This design comes from an exercise in tuning for small area on the open sky130 flow, not from production work.
In this exercise RTL edits were held to simulation tests only and were not proved equivalent to the original.
Power is estimated from default activity; no workload was simulated.

<file path="flow/run.sh">
#!/bin/bash
# synth_recipe.tcl (not shown) runs the flow's synth.tcl, then flattens the netlist and writes it again
# the make line also repeats each setting of config.mk as NAME=value (left out here)
make -C /OpenROAD-flow-scripts/flow DESIGN_CONFIG=/design/flow/config.mk WORK_HOME=/design/flow/orfs CLKGATE_MAP_FILE= SYNTH_SCRIPT=/design/flow/synth_recipe.tcl finish
</file>
<file path="flow/config.mk">
export PLATFORM = sky130hd
export DESIGN_NAME = pipeline_cpu
export DESIGN_NICKNAME = pipeline_cpu
export VERILOG_FILES = /design/flow/design.v
export SDC_FILE = /design/flow/constraint.sdc
export NUM_CORES = 4
export LEC_CHECK = 0
export CAP_MARGIN = 20
export CORE_MARGIN = 2
export CORE_UTILIZATION = 40
export SLEW_MARGIN = 20
</file>
<file path="flow/constraint.sdc">
create_clock -name core_clock -period 7.0 [get_ports {clk}]
set_input_delay 1.4000 -clock core_clock [delete_from_list [all_inputs] [get_ports {clk}]]
set_output_delay 1.4000 -clock core_clock [all_outputs]
set_load 0.01 [all_outputs]
</file>
<file path="flow/design.v">
module pipeline_cpu(
	clk,
	rst_n,
	in_valid,
	instruction,
	dout,
	out_valid,
	ren,
	wen,
	addr,
	out_addr,
	din,
	out
);
input clk, rst_n, in_valid;
input [18:0] instruction;
input [15:0] dout;
output logic out_valid, ren, wen;
output logic [15:0] out, din;
output logic [3:0] out_addr, addr;
logic [18:0] in, in1, in2;
logic [15:0] out0, out1, out2, out3, out4, out5, out6, out7, out8, out9, out10, out11, out12, out13, out14, out15;
logic [19:0] rd, rs, rt, rl;
logic [19:0] rd1, rs1, rt1, rl1;
logic [19:0] rd2, rs2, rt2, rl2;
logic ok_in, ok_cal1, ok_cal2;
always @(posedge clk or negedge rst_n) begin
	if (!rst_n) begin
		rs <= 0;
		rt <= 0;
		ok_in <= 0;
		in <= 0;
	end else if (in_valid) begin
		ok_in <= 1;
		in <= instruction;
		case (instruction[15:12])
			4'd0: rs <= out0;
			4'd1: rs <= out1;
			4'd2: rs <= out2;
			4'd3: rs <= out3;
			4'd4: rs <= out4;
			4'd5: rs <= out5;
			4'd6: rs <= out6;
			4'd7: rs <= out7;
			4'd8: rs <= out8;
			4'd9: rs <= out9;
			4'd10: rs <= out10;
			4'd11: rs <= out11;
			4'd12: rs <= out12;
			4'd13: rs <= out13;
			4'd14: rs <= out14;
			4'd15: rs <= out15;		
		endcase
		case (instruction[11:8])
			4'd0: rt <= out0;
			4'd1: rt <= out1;
			4'd2: rt <= out2;
			4'd3: rt <= out3;
			4'd4: rt <= out4;
			4'd5: rt <= out5;
			4'd6: rt <= out6;
			4'd7: rt <= out7;
			4'd8: rt <= out8;
			4'd9: rt <= out9;
			4'd10: rt <= out10;
			4'd11: rt <= out11;
			4'd12: rt <= out12;
			4'd13: rt <= out13;
			4'd14: rt <= out14;
			4'd15: rt <= out15;
		endcase
	end else
		ok_in <= 0;
end
always @(posedge clk or negedge rst_n) begin
	if (!rst_n) begin
		rd1 <= 0;
		rs1 <= 0;
		rt1 <= 0;
		rl1 <= 0;
		ok_cal1 <= 0;
		din <= 0;
		ren <= 0;
		wen <= 0;
		in1 <= 0;
		addr <= 0;
		rd2 <= 0;
		rs2 <= 0;
		rt2 <= 0;
		rl2 <= 0;
		in2 <= 0;
		ok_cal2 <= 0;
	end else begin
		if (ok_in) begin
			in1 <= in;
			rd1 <= 0;
			rl1 <= 0;
			ok_cal1 <= 1;
			rs1 <= rs;
			rt1 <= rt;
			case (in[18:16])
				3'b000: begin
					case (in[3:0])
						4'b0000: rd1 <= rs & rt;
						4'b0001: rd1 <= rs | rt;
						4'b0010: rd1 <= rs + rt;
						4'b0011: begin
							if (rs>rt) rd1 <= rs-rt;
							else rd1 <= rt-rs;
						end
					endcase
				end
				3'b001: begin
					rd1 <= rs[15:0]*rt[15:12];
					rs1 <= rs[15:0]*rt[11:8];
					rt1 <= rs[15:0]*rt[7:4];
					rl1 <= rs[15:0]*rt[3:0];
				end
				3'b010: begin
					rt1 <= rs + in[7:0];
				end
				3'b011: begin
					if (rs>in[7:0])
						rt1 <= rs - in[7:0];
					else 
						rt1 <= in[7:0] - rs;
				end
				3'b100: begin
					wen <= 1;
					addr <= rs[3:0];
					din <= rt + in[7:0];
				end
				3'b101: begin
					ren <= 1;
					addr <= rs[3:0];
				end
			endcase
		end else begin
			ok_cal1 <= 0;
		end
		if (ok_cal1) begin
			ok_cal2 <= 1;
			in2 <= in1;
			rd2 <= rd1;
			rs2 <= rs1;
			rt2 <= rt1;
			rl2 <= rl1;
			case (in1[18:16])
				3'b001: begin
					{rd2[15:0],rl2[15:0]} <= (rd1<<12)+(rs1<<8)+(rt1<<4)+rl1;
				end
				3'b100: begin
					rl2 <= din;
					wen <= 0;
				end
				3'b101: begin
					ren <= 0;
					rt2 <= dout + in1[7:0];
				end
			endcase
		end else begin
			ok_cal2 <= 0;
		end
	end
end
always @(posedge clk or negedge rst_n) begin
	if (!rst_n) begin
		out <= 0;
		out_addr <= 0;
		out0 <= 0;
		out1 <= 0;
		out2 <= 0;
		out3 <= 0;
		out4 <= 0;
		out5 <= 0;
		out6 <= 0;
		out7 <= 0;
		out8 <= 0;
		out9 <= 0;
		out10 <= 0;
		out11 <= 0;
		out12 <= 0;
		out13 <= 0;
		out14 <= 0;
		out15 <= 0;
		out_valid <= 0;
	end else if (ok_cal2) begin
		out_valid <= 1;
		case (in2[18:16])
			3'b000: begin
				out <= rd2;
				out_addr <= in2[7:4];
				case (in2[7:4])
					4'd0: out0 <= rd2;
					4'd1: out1 <= rd2;
					4'd2: out2 <= rd2;
					4'd3: out3 <= rd2;
					4'd4: out4 <= rd2;
					4'd5: out5 <= rd2;
					4'd6: out6 <= rd2;
					4'd7: out7 <= rd2;
					4'd8: out8 <= rd2;
					4'd9: out9 <= rd2;
					4'd10: out10 <= rd2;
					4'd11: out11 <= rd2;
					4'd12: out12 <= rd2;
					4'd13: out13 <= rd2;
					4'd14: out14 <= rd2;
					4'd15: out15 <= rd2;
				endcase
			end
			3'b001: begin
				out <= rd2&rl2;
				out_addr <= in2[7:4]+in2[3:0];
				case (in2[7:4])
					4'd0: out0 <= rd2;
					4'd1: out1 <= rd2;
					4'd2: out2 <= rd2;
					4'd3: out3 <= rd2;
					4'd4: out4 <= rd2;
					4'd5: out5 <= rd2;
					4'd6: out6 <= rd2;
					4'd7: out7 <= rd2;
					4'd8: out8 <= rd2;
					4'd9: out9 <= rd2;
					4'd10: out10 <= rd2;
					4'd11: out11 <= rd2;
					4'd12: out12 <= rd2;
					4'd13: out13 <= rd2;
					4'd14: out14 <= rd2;
					4'd15: out15 <= rd2;
				endcase
				case (in2[3:0])
					4'd0: out0 <= rl2;
					4'd1: out1 <= rl2;
					4'd2: out2 <= rl2;
					4'd3: out3 <= rl2;
					4'd4: out4 <= rl2;
					4'd5: out5 <= rl2;
					4'd6: out6 <= rl2;
					4'd7: out7 <= rl2;
					4'd8: out8 <= rl2;
					4'd9: out9 <= rl2;
					4'd10: out10 <= rl2;
					4'd11: out11 <= rl2;
					4'd12: out12 <= rl2;
					4'd13: out13 <= rl2;
					4'd14: out14 <= rl2;
					4'd15: out15 <= rl2;
				endcase
			end
			3'b010: begin
				out_addr <= in2[11:8];
				out <= rt2;
				case (in2[11:8])
					4'd0: out0 <= rt2;
					4'd1: out1 <= rt2;
					4'd2: out2 <= rt2;
					4'd3: out3 <= rt2;
					4'd4: out4 <= rt2;
					4'd5: out5 <= rt2;
					4'd6: out6 <= rt2;
					4'd7: out7 <= rt2;
					4'd8: out8 <= rt2;
					4'd9: out9 <= rt2;
					4'd10: out10 <= rt2;
					4'd11: out11 <= rt2;
					4'd12: out12 <= rt2;
					4'd13: out13 <= rt2;
					4'd14: out14 <= rt2;
					4'd15: out15 <= rt2;
				endcase
			end
			3'b011: begin
				out_addr <= in2[11:8];
				out <= rt2;
				case (in2[11:8])
					4'd0: out0 <= rt2;
					4'd1: out1 <= rt2;
					4'd2: out2 <= rt2;
					4'd3: out3 <= rt2;
					4'd4: out4 <= rt2;
					4'd5: out5 <= rt2;
					4'd6: out6 <= rt2;
					4'd7: out7 <= rt2;
					4'd8: out8 <= rt2;
					4'd9: out9 <= rt2;
					4'd10: out10 <= rt2;
					4'd11: out11 <= rt2;
					4'd12: out12 <= rt2;
					4'd13: out13 <= rt2;
					4'd14: out14 <= rt2;
					4'd15: out15 <= rt2;
				endcase
			end
			3'b100: begin
				out <= rl2;
				case (in2[11:8])
					4'd0: out_addr <= out0[3:0];
					4'd1: out_addr <= out1[3:0];
					4'd2: out_addr <= out2[3:0];
					4'd3: out_addr <= out3[3:0];
					4'd4: out_addr <= out4[3:0];
					4'd5: out_addr <= out5[3:0];
					4'd6: out_addr <= out6[3:0];
					4'd7: out_addr <= out7[3:0];
					4'd8: out_addr <= out8[3:0];
					4'd9: out_addr <= out9[3:0];
					4'd10: out_addr <= out10[3:0];
					4'd11: out_addr <= out11[3:0];
					4'd12: out_addr <= out12[3:0];
					4'd13: out_addr <= out13[3:0];
					4'd14: out_addr <= out14[3:0];
					4'd15: out_addr <= out15[3:0];
				endcase
			end
			3'b101: begin
				out_addr <= in2[11:8];
				out <= rt2;
				case (in2[11:8])
					4'd0: out0 <= rt2;
					4'd1: out1 <= rt2;
					4'd2: out2 <= rt2;
					4'd3: out3 <= rt2;
					4'd4: out4 <= rt2;
					4'd5: out5 <= rt2;
					4'd6: out6 <= rt2;
					4'd7: out7 <= rt2;
					4'd8: out8 <= rt2;
					4'd9: out9 <= rt2;
					4'd10: out10 <= rt2;
					4'd11: out11 <= rt2;
					4'd12: out12 <= rt2;
					4'd13: out13 <= rt2;
					4'd14: out14 <= rt2;
					4'd15: out15 <= rt2;
				endcase
			end
		endcase
	end
end
endmodule
</file>
==> impl_metrics.prom <==
# TYPE chip_impl_metric gauge
chip_impl_info{name="run_status",value="complete, no violations"} 1
chip_impl_metric{name="combinationalPowerShare",unit="%"} 53.7
chip_impl_info{name="dominant_cell_by_count_in_the_synthesized_netlist",value="a21oi_1"} 1
chip_impl_metric{name="clk-insertion-delay-late",unit="ns"} 0.69
chip_impl_metric{name="drt_pre_antenna_iters",unit=""} 13
chip_impl_metric{name="power.static_leakage",unit="nW"} 21.2
chip_impl_metric{name="io-pin-count",unit=""} 81
chip_impl_info{name="setup_repair_after_global_routing_missed_its_margin",value="false"} 1
chip_impl_metric{name="dr.first_iter.drc_count",unit=""} 6867
chip_impl_metric{name="cts_hold_buf",unit=""} 0
chip_impl_metric{name="antenna_violations_before_repair",unit=""} 13
chip_impl_metric{name="internal_power",unit="W"} 0.0105
chip_impl_metric{name="fin_tns_setup",unit="ns"} 0
chip_impl_metric{name="timing.final.max_slew_violations",unit=""} 0
chip_impl_metric{name="syn_to_final_growth",unit="%"} 10.5
chip_impl_metric{name="track_usage",unit="%"} 35.8
chip_impl_info{name="critPathSlowestCell",value="a2111oi_0"} 1
chip_impl_info{name="synth-main-ff-cell",value="dfrtp_1"} 1
chip_impl_metric{name="synth.cell_area",unit="sq um"} 44800
chip_impl_info{name="critPathLaunchType",value="register"} 1
chip_impl_metric{name="place_area",unit="sq um"} 47200
chip_impl_metric{name="grt_util_met1",unit="%"} 44.9
chip_impl_metric{name="chipWidth",unit="um"} 339
chip_impl_info{name="clock_tree_from_tritoncts",value="built"} 1
chip_impl_metric{name="netlist_instances",unit=""} 5696
chip_impl_info{name="grt_busiest_layer",value="met2"} 1
chip_impl_metric{name="switching_share",unit="%"} 50.3
chip_impl_metric{name="floorplan.initialDensity",unit="%"} 40.4
chip_impl_metric{name="ys_ff_latch",unit=""} 507
chip_impl_metric{name="max_slew_margin",unit="%"} 13.8
chip_impl_metric{name="worst-path-max-fanout",unit=""} 16
chip_impl_metric{name="post_layout_net_count",unit=""} 5983
chip_impl_metric{name="worst_ir_drop_vdd",unit="V"} 0.000213
chip_impl_metric{name="cts-buffers-inserted",unit=""} 67
chip_impl_metric{name="post-dp-hpwl",unit="um"} 140000
chip_impl_metric{name="clock_sink_count",unit=""} 507
chip_impl_metric{name="yosysTopAreaCellShare",unit="%"} 28.3
chip_impl_metric{name="maxCapViolCount",unit=""} 0
chip_impl_metric{name="grt_use_met3",unit="%"} 11.7
chip_impl_metric{name="vias",unit=""} 46100
chip_impl_info{name="synth_top_cells_by_count",value="957 x a21oi_1, 860 x nor2_1, 507 x dfrtp_1, 377 x clkbuf_1, 365 x nand2_1"} 1
chip_impl_metric{name="global_route.overflow_total",unit=""} 0
chip_impl_metric{name="share_clk_of_total_power",unit="%"} 17.1
chip_impl_metric{name="cp.required",unit="ns"} 7.51
chip_impl_metric{name="cts.repair.resized",unit=""} 0
chip_impl_metric{name="power_switching",unit="W"} 0.0106
chip_impl_info{name="cts.root.buffer_cell",value="clkbuf_16"} 1
chip_impl_metric{name="grtUsageMet2",unit="%"} 51.5
chip_impl_metric{name="wl_per_cell",unit="um"} 30.0
chip_impl_metric{name="seq_area_frac_synth",unit="%"} 28.3
chip_impl_metric{name="core-area",unit="sq um"} 111000
chip_impl_metric{name="vias_per_cell",unit=""} 6.50
chip_impl_metric{name="cp_slowest_stage_delay",unit="ns"} 0.73
chip_impl_metric{name="syn-num-nets",unit=""} 6134
chip_impl_metric{name="route.final.wire_length",unit="um"} 212000
chip_impl_metric{name="num_rows",unit=""} 122
chip_impl_info{name="path_cells",value="inv_1 -> nor2_1 -> fa_1 -> inv_1 -> fa_1 -> inv_1 -> ha_1 -> a21oi_1 -> o21ai_0 -> a2111oi_0 -> o311ai_0 -> a21oi_1 -> o21bai_1 -> a21oi_1 -> xor2_1 -> o22ai_1"} 1
chip_impl_info{name="synth_area_leaders",value="dfrtp_1 28%, a21oi_1 11%, nor2_1 7.2%, ha_1 7.2%, fa_1 6.4%"} 1
chip_impl_metric{name="numPortBuffers",unit=""} 80
chip_impl_metric{name="timing_worst_slew_pin_value",unit="ns"} 1.29
chip_impl_metric{name="min_period",unit="ns"} 5.23
chip_impl_metric{name="max_clock_freq",unit="MHz"} 191
chip_impl_metric{name="cts_post_setup_buffers_inserted",unit=""} 0
chip_impl_metric{name="clock_skew",unit="ns"} 0.0570
chip_impl_metric{name="layout_worst_path_cycle_share",unit="%"} 74.7
chip_impl_metric{name="place.gp.congestion",unit=""} 1.03
chip_impl_metric{name="synth_warnings",unit=""} 1
chip_impl_metric{name="height_of_the_chip",unit="um"} 339
chip_impl_metric{name="postSynthAreaPerCell",unit="sq um"} 7.86
chip_impl_metric{name="ys_types",unit=""} 86
chip_impl_metric{name="htree_levels",unit=""} 3
chip_impl_metric{name="areal_power_density_over_the_cells",unit="nW/um^2"} 425
chip_impl_metric{name="synth_edf_count",unit=""} 0
chip_impl_metric{name="clock_path_buffers",unit=""} 3
chip_impl_info{name="yosysTopAreaCell",value="dfrtp_1"} 1
chip_impl_metric{name="clk_pin_slew",unit="ns"} 0.07
chip_impl_metric{name="final_design_area_no_fill",unit="sq um"} 49500
chip_impl_info{name="timing.setup.critical_path_class",value="register to register"} 1
chip_impl_metric{name="antenna_left",unit=""} 0
chip_impl_metric{name="remaining_drc_errors",unit=""} 0
chip_impl_metric{name="whs",unit="ns"} 0.469
chip_impl_metric{name="die_outline_area",unit="sq um"} 115000
chip_impl_metric{name="share_seq_of_total_power",unit="%"} 29.2
chip_impl_metric{name="finalHoldViolCount",unit=""} 0
chip_impl_metric{name="setup-violations-final",unit=""} 0
chip_impl_metric{name="grt_start_max_net_pins",unit=""} 163
chip_impl_metric{name="grt_first_pass_wirelength",unit="um"} 301000
chip_impl_metric{name="postSynth.asyncResetShare",unit="%"} 100
chip_impl_metric{name="number_of_global_route_vias_before_repair",unit=""} 42200
chip_impl_info{name="min_path_type",value="register to register"} 1
chip_impl_metric{name="critical_path_at",unit="ns"} 5.74
chip_impl_info{name="setup.worst_path.end_class",value="register"} 1
chip_impl_metric{name="drive_gt1_share",unit="%"} 7.22
cell type report:
class / instances / area (sq um)
Timing Repair Buffer: 232 / 2040
Tap cell: 1488 / 1860
Antenna cell: 7 / 17.5
Clock buffer: 101 / 1960
Fill cell: 11200 / 61400
Sequential cell: 507 / 12700
Clock inverter: 18 / 273
Multi-Input combinational cell: 4380 / 29300
Inverter: 357 / 1340
sequential cells by signal, summed over array words and instances, names as in the netlist, 20 cells and up:
name,flops
rd1,20
rl1,20
rs1,20
rt1,20
cell families (layout without fill, tap and decap cells):
| family | count (synthesis) | in the layout | synth area share [%] |
|---|---|---|---|
| other cells | 0 | 7 | 0 |
| buf+inv | 809 | 708 | 6.99 |
| fa+ha+maj | 400 | 400 | 13.6 |
| flops | 507 | 507 | 28.3 |
| compound gates | 1927 | 1927 | 25.7 |
| xor+xnor | 129 | 129 | 2.52 |
| mux | 334 | 334 | 7.65 |
| simple gates | 1590 | 1590 | 15.2 |
per-layer routing:
metal  wire [um]  share of wire [%]
met1       79300                 37
met4       19400                9.1
met3       27400                 13
met2       86100                 41
met5         126              0.059
through the flow:
stage                     power, W  setup WS, ns  cells  util (%)
final                       0.0210          1.77   7090      44.6
after global routing        0.0223          1.63   7083      44.6
after floorplan             0.0131          2.71   5696         -
after CTS                   0.0207          1.94   7082      44.6
after global placement      0.0169          2.04   6960      42.5
after detailed placement    0.0170          2.00   6963      42.6
power by group through the flow:
stage	clock, W	sequential [W]	combinational (W)
global placement	0	0.00602	0.0108
global route	0.00372	0.00617	0.0124
floorplan	0	0.00495	0.00814
finish	0.00360	0.00613	0.0113
CTS	0.00361	0.00600	0.0110
detailed placement	0	0.00604	0.0110
cells in the final DEF, fill, tap and decap left out, types with 13 or more instances in the layout:
| master | instances |
|---|---|
| a211oi_1 | 22 |
| a21o_1 | 46 |
| a21oi_1 | 949 |
| a221oi_1 | 45 |
| a22o_1 | 44 |
| a22oi_1 | 196 |
| a31oi_1 | 43 |
| and3_1 | 13 |
| buf_4 | 145 |
| clkbuf_1 | 18 |
| clkbuf_16 | 67 |
| clkbuf_8 | 16 |
| clkdlybuf4s50_1 | 78 |
| dfrtp_1 | 504 |
| fa_1 | 143 |
| ha_1 | 257 |
| inv_1 | 349 |
| mux2_2 | 54 |
| mux2i_1 | 278 |
| nand2_1 | 362 |
| nand2b_1 | 33 |
| nand3_1 | 79 |
| nand4_1 | 58 |
| nor2_1 | 846 |
| nor2_2 | 14 |
| nor2b_1 | 40 |
| nor3_1 | 51 |
| nor3_2 | 15 |
| o211ai_1 | 18 |
| o21a_1 | 16 |
| o21ai_0 | 316 |
| o21bai_1 | 22 |
| o221ai_1 | 49 |
| o22ai_1 | 21 |
| o2bb2ai_1 | 18 |
| o31ai_1 | 17 |
| or3_1 | 13 |
| xnor2_1 | 92 |
| xor2_1 | 37 |
final timing paths:
check	startpoint	end	slack, ns	cells past startpoint
worst max-delay path	rs[4]$_DFFE_PN0P_	rl1[18]$_DFFE_PN0P_	1.77	16
worst min-delay path	out_valid$_DFFE_PN0P_	out_valid$_DFFE_PN0P_	0.47	1
worst max register to register	rs[4]$_DFFE_PN0P_	rl1[18]$_DFFE_PN0P_	1.77	16
worst min register to register	out_valid$_DFFE_PN0P_	out_valid$_DFFE_PN0P_	0.47	1
max in group asynchronous	rst_n	rd1[12]$_DFFE_PN0P_	4.74	2
min in group asynchronous	rst_n	in1[11]$_DFFE_PN0P_	0.71	1
worst max-delay path, delay by kind of cell, from the launching register on:
family	cells	cell delay, ns
adder cells (fa/ha/maj)	3	1.24
flip-flops	1	0.57
XOR/XNOR	1	0.16
buffers and inverters	3	0.78
AND/OR/NAND/NOR	1	0.15
AO/OA/AOI/OAI	8	2.13

[what the ideal ports hide]
In the flow no input, the clock included, has a driving cell. The finished layout below was timed again as built, in two steps.
Step 1 assumes that a clkbuf_16 drives the clock port and a buf_2 every other input.
Step 2 also shifts input and output timing later by t, the mid clock arrival at the registers, as if the neighbouring blocks saw the same clock.
Three values: ideal ports, drivers, drivers and shift; two values: the first two.
t (ns): 0.738
setup slack, ns: 1.770 / 1.770 / 1.770
worst hold slack (ns): 0.469 / 0.469 / 0.469
clock arrival spread, ns: 0.057 / 0.057
After both steps this run still meets setup and hold. For this run, drivers alone change the setup slack by 0.000 ns; drivers and shift together by 0.000 ns.
